Background: an optimization exercise with open tools, aiming at small area. Do not read the settings as production practice. Only simulation tests tie the RTL to the original design; equivalence was not proved. No driver is modelled on the clock port, so clocking that relies on it looks cheaper here than on a real chip.

## ddc_frontend
module ddc_frontend(
  input clock,                   
  input reset,                   
  input [31:0] frequency,        
  input signed [11:0] adc_data,  
  output out_strobe,             
  output signed [17:0] out_i,
  output signed [17:0] out_q
  );
For scale: about 4,600 cells after synthesis, ~83 I/O pins.
export LEC_CHECK = 0
export CAP_MARGIN = 20
export CORE_MARGIN = 2
export CORE_UTILIZATION = 40
export CTS_BUF_LIST = sky130_fd_sc_hd__clkbuf_8
export CTS_CLUSTER_DIAMETER = 50
export CTS_CLUSTER_SIZE = 20
export SLEW_MARGIN = 20
create_clock -name core_clock -period 16.0 [get_ports {clock}]
standard.sh (not shown) runs the stock make flow with config.mk's settings and CLKGATE_MAP_FILE= SYNTH_SCRIPT=/design/flow/synth_recipe.tcl, a recipe that flattens the netlist after the stock synthesis.
==> flow/flow/run.sh <==
#!/bin/bash
# Standard layout, with one netlist step between synthesis and floorplan: inverters
# around full adders are removed by flipping adders (a full adder commutes with
# complementing all its pins) and xor/xnor gates; registers are untouched.
set -euo pipefail
R=orfs/results/${FLOW_PLATFORM:-sky130hd}/ddc_frontend/base
bash standard.sh synth > synth.log 2>&1
cp "$R/1_2_yosys.v" "$R/1_2_yosys.std.v"
if python3 flow/invopt.py "$R/1_2_yosys.std.v" invopt.v > invopt.log 2>&1 &&
   python3 flow/simeq.py "$R/1_2_yosys.std.v" invopt.v > simeq.log 2>&1 &&
   grep -q ", 0 differ" simeq.log; then
  cp invopt.v "$R/1_2_yosys.v"
  echo "netlist step applied" >> invopt.log
else
  echo "netlist step skipped" >> invopt.log
fi
rm -f "$R/1_synth.odb" "$R/1_synth.sdc"
# ports buffered with the smallest buffer; the clock tree built as the standard flow
# builds it from config.mk's settings, without dummy loads
export BUFFER_PORTS_ARGS="-buffer_cell sky130_fd_sc_hd__buf_1"
export CTS_ARGS="-sink_clustering_enable -repair_clock_nets -sink_clustering_size 20 -sink_clustering_max_diameter 50 -buf_list sky130_fd_sc_hd__clkbuf_8 -dont_use_dummy_load"
bash standard.sh > layout.log 2>&1
Other scripts of this flow, unchanged in this note and not shown: flow/flow/invopt.py, flow/flow/simeq.py
The starting point passed the timing, design-rule and antenna checks.
Edit:
--- a/flow/flow/run.sh
+++ b/flow/flow/run.sh
@@ -19,4 +19,4 @@
 # builds it from config.mk's settings, without dummy loads
 export BUFFER_PORTS_ARGS="-buffer_cell sky130_fd_sc_hd__buf_1"
-export CTS_ARGS="-sink_clustering_enable -repair_clock_nets -sink_clustering_size 20 -sink_clustering_max_diameter 50 -buf_list sky130_fd_sc_hd__clkbuf_8 -dont_use_dummy_load"
+export CTS_ARGS="-sink_clustering_enable -repair_clock_nets -sink_clustering_size 16 -sink_clustering_max_diameter 60 -buf_list sky130_fd_sc_hd__clkbuf_8 -dont_use_dummy_load"
 bash standard.sh > layout.log 2>&1
- CTS_CLUSTER_DIAMETER: 50 -> 60
- CTS_CLUSTER_SIZE: 20 -> 16
Synthesized cell count is unchanged; sequential share of layout area stays flat; worst hold slack got worse by 0.012 ns; via count stays flat; worst setup slack got worse by 0.014 ns.


Setup of job 1437:
Another version of the RTL of ddc_frontend (not shown whole).
==> flow/config.mk <==
export PLATFORM = sky130hd
export DESIGN_NAME = ddc_frontend
export DESIGN_NICKNAME = ddc_frontend
export VERILOG_FILES = /design/flow/design.v
export SDC_FILE = /design/flow/constraint.sdc
export NUM_CORES = 4
export LEC_CHECK = 0
export CAP_MARGIN = 20
export CORE_MARGIN = 2
export CORE_UTILIZATION = 40
export CTS_BUF_LIST = sky130_fd_sc_hd__clkbuf_8
export CTS_CLUSTER_DIAMETER = 60
export CTS_CLUSTER_SIZE = 18
export SLEW_MARGIN = 20
==> flow/constraint.sdc <==
create_clock -name core_clock -period 16.0 [get_ports {clock}]
set_input_delay 3.2000 -clock core_clock [delete_from_list [all_inputs] [get_ports {clock}]]
set_output_delay 3.2000 -clock core_clock [all_outputs]
set_load 0.01 [all_outputs]
==> flow/flow/run.sh <==
#!/bin/bash
# Standard layout, with one netlist step between synthesis and floorplan: inverters
# around full adders are removed by flipping adders (a full adder commutes with
# complementing all its pins) and xor/xnor gates; registers are untouched.
set -euo pipefail
R=orfs/results/${FLOW_PLATFORM:-sky130hd}/ddc_frontend/base
bash standard.sh synth > synth.log 2>&1
cp "$R/1_2_yosys.v" "$R/1_2_yosys.std.v"
if python3 flow/invopt.py "$R/1_2_yosys.std.v" invopt.v > invopt.log 2>&1 &&
   python3 flow/simeq.py "$R/1_2_yosys.std.v" invopt.v > simeq.log 2>&1 &&
   grep -q ", 0 differ" simeq.log; then
  cp invopt.v "$R/1_2_yosys.v"
  echo "netlist step applied" >> invopt.log
else
  echo "netlist step skipped" >> invopt.log
fi
rm -f "$R/1_synth.odb" "$R/1_synth.sdc"
BUFFER_PORTS_ARGS="-buffer_cell sky130_fd_sc_hd__buf_1" bash standard.sh > layout.log 2>&1
Other scripts of this flow, unchanged in this note and not shown: flow/flow/invopt.py, flow/flow/simeq.py
Relative to job 1437, the following input files were edited for job 9526:
-- flow/flow/run.sh --
<<< job 1437, line 17
rm -f "$R/1_synth.odb" "$R/1_synth.sdc"
BUFFER_PORTS_ARGS="-buffer_cell sky130_fd_sc_hd__buf_1" bash standard.sh > layout.log 2>&1
>>> job 9526, line 17
rm -f "$R/1_synth.odb" "$R/1_synth.sdc"
# ports buffered with the smallest buffer; the clock tree built as the standard flow
# builds it from config.mk's settings, without dummy loads
export BUFFER_PORTS_ARGS="-buffer_cell sky130_fd_sc_hd__buf_1"
export CTS_ARGS="-sink_clustering_enable -repair_clock_nets -sink_clustering_size 16 -sink_clustering_max_diameter 60 -buf_list sky130_fd_sc_hd__clkbuf_8 -dont_use_dummy_load"
# cells on paths with slack downsized after clock tree synthesis
export POST_CTS_TCL="$(pwd)/flow/post_cts.tcl"
bash standard.sh > layout.log 2>&1
==> flow/flow/post_cts.tcl (new file) <==
# After clock tree synthesis: downsize cells on paths that keep a slack margin, then
# legalize the placement again.
log_cmd estimate_parasitics -placement
log_cmd repair_timing -recover_power 100 -slack_margin 0.8
log_cmd detailed_placement
log_cmd check_placement -verbose
log_cmd estimate_parasitics -placement
report_worst_slack
-- flow/config.mk --
<<< job 1437, line 12
export CTS_CLUSTER_DIAMETER = 60
export CTS_CLUSTER_SIZE = 18
export SLEW_MARGIN = 20
>>> job 9526, line 12
export CTS_CLUSTER_DIAMETER = 60
export CTS_CLUSTER_SIZE = 16
export SLEW_MARGIN = 20
--- outcome ---
- Non-clock buffer count (job 9526 / job 1437): 1.15
- When job 9526 is set beside job 1437, its maximum number of pins on one net before global-route repair turns out to be 4 smaller.
- Compared with job 1437, job 9526 shows a higher overall fraction of global-route tracks in use.
- In the flow results for job 9526 and job 1437, the worst slack at placement is larger on job 9526.
- [compare] base=job 1437 new=job 9526: number of DRC violations after detailed-routing iteration 0 decreased by about 0.6% relative to the old numbers; clock distribution area overhead in the final layout lost 0.99 points; design area down about 0.7%; instance count on the critical path shrank by about 2.8%.
Setup changes, job 9526 to job 653
-- flow/flow/run.sh --
<<< job 9526, line 21
export CTS_ARGS="-sink_clustering_enable -repair_clock_nets -sink_clustering_size 16 -sink_clustering_max_diameter 60 -buf_list sky130_fd_sc_hd__clkbuf_8 -dont_use_dummy_load"
# cells on paths with slack downsized after clock tree synthesis
export POST_CTS_TCL="$(pwd)/flow/post_cts.tcl"
bash standard.sh > layout.log 2>&1
>>> job 653, line 21
export CTS_ARGS="-sink_clustering_enable -repair_clock_nets -sink_clustering_size 16 -sink_clustering_max_diameter 60 -buf_list sky130_fd_sc_hd__clkbuf_8 -dont_use_dummy_load"
# synthesis buffers removed before the (not timing-driven) global placement
export PRE_GLOBAL_PLACE_TCL="$(pwd)/flow/pre_gpl.tcl"
bash standard.sh > layout.log 2>&1
==> flow/flow/pre_gpl.tcl (new file) <==
# Global placement runs without timing-driven buffering; remove the synthesis
# buffers first, as the timing-driven mode would (port buffers are added after).
log_cmd remove_buffers
-- flow/config.mk --
<<< job 9526, line 13
export CTS_CLUSTER_SIZE = 16
export SLEW_MARGIN = 20
>>> job 653, line 13
export CTS_CLUSTER_SIZE = 16
export GPL_TIMING_DRIVEN = 0
export SLEW_MARGIN = 20
removed: flow/flow/post_cts.tcl
[summary]
Final area grows slightly when moving from job 9526 to job 653.
Job 653 against job 9526: area growth from synthesis to layout saw an increase, clock-buffer cell count now sits higher, final routed wire length divided by cell count decreased by about 3.5% relative to the old numbers, wire length moved down, met1 wire length -about 4%.

-- separate check: timing with driven ports --
The results above use ideal ports. As a check the final layouts listed here were re-extracted and re-timed, cells and wires unchanged. Step 1 sets driving cells, clkbuf_16 on the clock port and buf_2 on the other inputs (assumed; they add their load-dependent delay and slew). Step 2 also shifts input and output timing later by t, the mid clock arrival at the registers, as if the neighbouring blocks saw the same clock. Three values: ideal ports, drivers, drivers and shift; two values: the first two.
| run | shift t [ns] | setup WS [ns] | worst setup path after step 2 |
|---|---|---|---|
| the first run of note 1 | 0.894 | 0.924 / 0.924 / 0.924 | register to register |
| the second run of note 1 | 0.889 | 0.910 / 0.910 / 0.910 | register to register |
| job 1437 | 0.906 | 0.838 / 0.838 / 0.838 | register to register |
| job 9526 | 0.875 | 0.831 / 0.831 / 0.831 | register to register |
| job 653 | 0.878 | 0.657 / 0.657 / 0.657 | register to register |
After both steps every run listed still meets setup and hold.
